This is an optimization exercise on Yosys and OpenROAD, whose aim is small area, not a production implementation.
At most, simulation tests tie the RTL to the original design; equivalence was not proved.
Power figures rest on the tool's default switching activity, not on a simulated workload.

Setup of run C:
Design Pong, start of the top module:
module Pong #(
    parameter CLOCK_FREQ = 25000
)(
    input clock,
    input reset,
    input key0,
    input key1,
    input key2,
    input key3,
    output [6:0] segZero,
    output [6:0] segOne,
    output [6:0] segFour,
    output [6:0] segFive,
    output             resetApp,
    output             LT24Wr_n,
    output             LT24Rd_n,
    output             LT24CS_n,
    output             LT24RS,
    output             LT24Reset_n,
    output [15:0]      LT24Data,
    output             LT24LCDOn
);
reg syncKey2a, syncKey2, syncKey3a, syncKey3;
reg menuState;
always @(posedge clock) begin
    syncKey2a <= key2;
    syncKey2  <= syncKey2a;
    syncKey3a <= key3;
    syncKey3  <= syncKey3a;
    if (reset)          menuState <= 1'b1;
    else if (menuState) menuState <= syncKey2;
    else                menuState <= !syncKey3 && !key3;
end
wire engineReset = reset || menuState || !syncKey3;
reg        engineResetDly;
reg [11:0] seqCnt;
wire loopBlk = (seqCnt[11:4] == 8'hCB);
always @(posedge clock) begin
    engineResetDly <= engineReset;
    if (engineResetDly) seqCnt <= 12'd16;
    else seqCnt <= {seqCnt[11:4] + {7'b0, (&seqCnt[3:0]) && !loopBlk}, seqCnt[3:0] + 4'd1};
end
wire dispReset  = engineResetDly || (seqCnt[11:2] == 10'd4 && !(seqCnt[1] && seqCnt[0]));
wire appRun     = (seqCnt >= 12'hC99);      
wire sendRegion = (seqCnt >= 12'hBCC);      
wire pixMode    = (seqCnt >= 12'hC9B);      
wire [3:0] phase = seqCnt[3:0];             
assign resetApp    = engineResetDly || !appRun;
assign LT24Reset_n = !dispReset;
assign LT24CS_n    = 1'b0;
assign LT24Rd_n    = 1'b1;
assign LT24LCDOn   = 1'b1;
reg [5:0] padTimer, ballTimer;
wire stepSlot    = (seqCnt[1:0] == 2'd0);
wire tickSlot    = (seqCnt[1:0] == 2'd3);
wire tickPaddles = tickSlot && (padTimer == 6'd28);
wire tickBall    = tickSlot && (ballTimer == 6'd22);
always @(posedge clock) begin
    if (engineReset || engineResetDly || (stepSlot && padTimer == 6'd56)) padTimer <= 6'd0;
    else padTimer <= padTimer + {5'd0, stepSlot};
    if (engineReset || engineResetDly || (stepSlot && ballTimer == 6'd44)) ballTimer <= 6'd0;
    else ballTimer <= ballTimer + {5'd0, stepSlot};
end
reg [7:0] xBall;
reg [8:0] yBall;
  ...
Size: ~1,100 cells after synthesis, ~99 flip-flops, roughly 57 I/O pins, about 0.0086 mm2 of cells after synthesis.
Settings: LEC_CHECK=0, CAP_MARGIN=20, CORE_MARGIN=2, CORE_UTILIZATION=40, SLEW_MARGIN=20; clock period 12.0 ns.
run.sh (not shown) runs the stock make flow with config.mk's settings and CLKGATE_MAP_FILE= SYNTH_SCRIPT=/design/flow/synth_recipe.tcl, a recipe that flattens the netlist after the stock synthesis.
--- input diff run C..run G ---
-- flow/design.v --
<<< run C, line 72
wire       xDirNext, yDirNext, nonBlack, white;
wire       padRUp, padRDown, padLUp, padLDown;
reg        aiFlag, drawFlag;
wire       aiFlagNext, drawFlagNext;
always @(posedge clock) begin
    aiFlag   <= aiFlagNext;
    drawFlag <= drawFlagNext;
end
GameLogic gameLogic (
    .slot(seqCnt[1:0]), .aiFlag(aiFlag), .drawFlag(drawFlag),
    .aiFlagNext(aiFlagNext), .drawFlagNext(drawFlagNext),
    .xBall(xBall), .yBall(yBall), .xDir(xDir), .yDir(yDir),
    .yPadR(yPadR), .yPadL(yPadL), .xPix(xPix), .yPix(yPix),
>>> run G, line 72
wire       xDirNext, yDirNext, nonBlack, white;
wire       padRUp, padRDown, padLUp, padLDown;
GameLogic gameLogic (
    .xBall(xBall), .yBall(yBall), .xDir(xDir), .yDir(yDir),
    .yPadR(yPadR), .yPadL(yPadL), .xPix(xPix), .yPix(yPix),
<<< run C, line 184
endmodule
module GameLogic (
    input  [1:0] slot,
    input  [7:0] xBall,
    input  [8:0] yBall,
>>> run G, line 176
endmodule
module GameLogic (
    input  [7:0] xBall,
    input  [8:0] yBall,
<<< run C, line 195
    input        key0,
    input        key1,
    input        aiFlag,
    input        drawFlag,
    output       aiFlagNext,
    output       drawFlagNext,
    output       xDirNext,
    output       yDirNext,
>>> run G, line 186
    input        key0,
    input        key1,
    output       xDirNext,
    output       yDirNext,
<<< run C, line 208
    output       white
);
wire s0 = (slot == 2'd0);
wire s1 = (slot == 2'd1);
wire s2 = (slot == 2'd2);
wire       padSel = s2 ? xPix[7] : (!s0 && xBall[7]);
wire [8:0] opA = (s1 || s2) ? yPix : yBall;
wire [8:0] opB = s1 ? yBall : (padSel ? yPadR : yPadL);
wire [9:0] d   = {1'b0, opA} - {1'b0, opB};
wire dZero = (d == 10'd0);
wire dLe0  = d[9] || dZero;
wire dGe0  = !d[9];
wire in4   = d[9] ? (d >= 10'd1020) : (d <= 10'd4);      
wire in14  = d[9] ? (d >= 10'd1010) : (d <= 10'd14);     
wire in20  = d[9] ? (d >= 10'd1004) : (d <= 10'd20);     
wire x210  = (xBall == 8'd210);
wire x30   = (xBall == 8'd30);
wire x10   = (xBall == 8'd10);
wire colR  = x210 && in20;
wire colL  = x30 && in20;
wire hc1   = (colR || colL) && dLe0;
wire hc0   = (colR || (x10 && in20)) && dGe0;
assign xDirNext = colR ? 1'b0 : (colL ? 1'b1 : xDir);
assign yDirNext = yDir ? !(hc1 || yBall > 9'd310) : ((!hc1 && hc0) || yBall < 9'd175);
assign aiFlagNext = s0 ? dLe0 : aiFlag;
wire leftDown = xDir ? (yPadL < 9'd239) : !aiFlag;
wire leftUp   = xDir ? (yPadL > 9'd241) : aiFlag;
assign padRDown = !key1 && (yPadR < 9'd305);
assign padRUp   = !padRDown && !key0 && (yPadR > 9'd185);
>>> run G, line 195
    output       white
);
wire [9:0] dR = {1'b0, yBall} - {1'b0, yPadR};
wire [9:0] dL = {1'b0, yBall} - {1'b0, yPadL};
wire inR20 = ($signed(dR) >= -10'sd20) && ($signed(dR) <= 10'sd20);
wire inL20 = ($signed(dL) >= -10'sd20) && ($signed(dL) <= 10'sd20);
wire rLe0  = dR[9] || (dR == 10'd0);
wire lLe0  = dL[9] || (dL == 10'd0);
wire rGe0  = !dR[9];
wire lGe0  = !dL[9];
wire x210  = (xBall == 8'd210);
wire x30   = (xBall == 8'd30);
wire x10   = (xBall == 8'd10);
wire colR  = x210 && inR20;
wire colL  = x30 && inL20;
wire hc1   = (colR && rLe0) || (colL && lLe0);
wire hc0   = (colR && rGe0) || (x10 && inL20 && lGe0);
assign xDirNext = colR ? 1'b0 : (colL ? 1'b1 : xDir);
assign yDirNext = yDir ? !(hc1 || yBall > 9'd310) : ((!hc1 && hc0) || yBall < 9'd175);
wire leftDown = xDir ? (yPadL < 9'd239) : !lLe0;
wire leftUp   = xDir ? (yPadL > 9'd241) : lLe0;
assign padRDown = !key1 && (yPadR < 9'd305);
assign padRUp   = !padRDown && !key0 && (yPadR > 9'd185);
<<< run C, line 238
assign padLUp   = !padLDown && leftUp && (yPadL > 9'd185);
wire [8:0] dxBall = {1'b0, xPix} - {1'b0, xBall};
wire ballCol  = (xBall >= 8'd5) && (dxBall[8] ? (dxBall >= 9'd507) : (dxBall <= 9'd3));   
wire padCol   = ((xPix >= 8'd215) && (xPix <= 8'd223)) || ((xPix >= 8'd15) && (xPix <= 8'd23));
assign drawFlagNext = s1 ? (ballCol && in4) : (s2 ? (drawFlag || (padCol && in14)) : drawFlag);
wire drawWall = (xPix <= 8'd237) && (yPix >= 9'd166) && (yPix <= 9'd169);
assign nonBlack = drawWall || drawFlag;
assign white    = !drawWall && drawFlag;
endmodule
module InitRom(romIdx, romv);
>>> run G, line 219
assign padLUp   = !padLDown && leftUp && (yPadL > 9'd185);
wire [8:0] dxBall = {1'b0, xPix} - {1'b0, xBall};
wire [9:0] dyBall = {1'b0, yPix} - {1'b0, yBall};
wire [8:0] yPad   = xPix[7] ? yPadR : yPadL;
wire [9:0] dyPad  = {1'b0, yPix} - {1'b0, yPad};
wire drawBall = (xBall >= 8'd5) && ($signed(dxBall) >= -9'sd5) && ($signed(dxBall) <= 9'sd3)
             && ($signed(dyBall) >= -10'sd4) && ($signed(dyBall) <= 10'sd4);
wire padCol   = ((xPix >= 8'd215) && (xPix <= 8'd223)) || ((xPix >= 8'd15) && (xPix <= 8'd23));
wire drawPad  = padCol && ($signed(dyPad) >= -10'sd14) && ($signed(dyPad) <= 10'sd14);
wire drawWall = (xPix <= 8'd237) && (yPix >= 9'd166) && (yPix <= 9'd169);
wire drawWhite = drawBall || drawPad;
assign nonBlack = drawWall || drawWhite;
assign white    = !drawWall && drawWhite;
endmodule
module InitRom(romIdx, romv);
==> run summary <==
Compared with run C, in run G number of tap instances has increased; share of the cycle needed by the critical path after routing has decreased; setup slack at placement has increased; number of non-clock buffers has increased. Final cell area excluding filler cells deteriorates in run G relative to run C. Looking at setup clock skew after layout across both flows, run G is the stronger of the two, with run C trailing. Lower net count of the finished layout among run C and run G: run C. Compared with run C, run G degrades first-pass GRT wire length. STATUS overall power of the completed layout: run G wins against run C. In the tables for run C and run G, clock group share of total power reads higher with run G. On run G: post-route worst setup slack is 0.47 ns higher than what run C gave. Depth of the worst register-to-register path sits higher in run G than in run C. Number of top-level design ports came out exactly the same in run C and run G.
Function not checked in run G: the RTL went through the layout flow alone.

[separate check: timing with driven ports]
Ports are ideal in the flow. The routed layouts listed here were re-timed in OpenROAD. Step 1, drivers: a clkbuf_16 drives clock and a buf_2 each remaining input, both assumed. Step 2 times the ports against the registers' clock, not the clock port: input delays grow and output delays shrink by t, the midpoint of the rising clock arrivals with the driver on. Three values: no drivers, after step 1, after step 2; two values: the first two.
run	shift t [ns]	setup slack, ns	hold WS [ns]	latest minus earliest clock arrival (ns)
run C	0.392	5.302 / 5.259 / 5.651	0.328 / 0.328 / 0.328	0.014 / 0.014
run G	0.401	5.772 / 5.724 / 6.124	0.336 / 0.336 / 0.336	0.011 / 0.011
After both steps setup and hold are still met in every run listed.
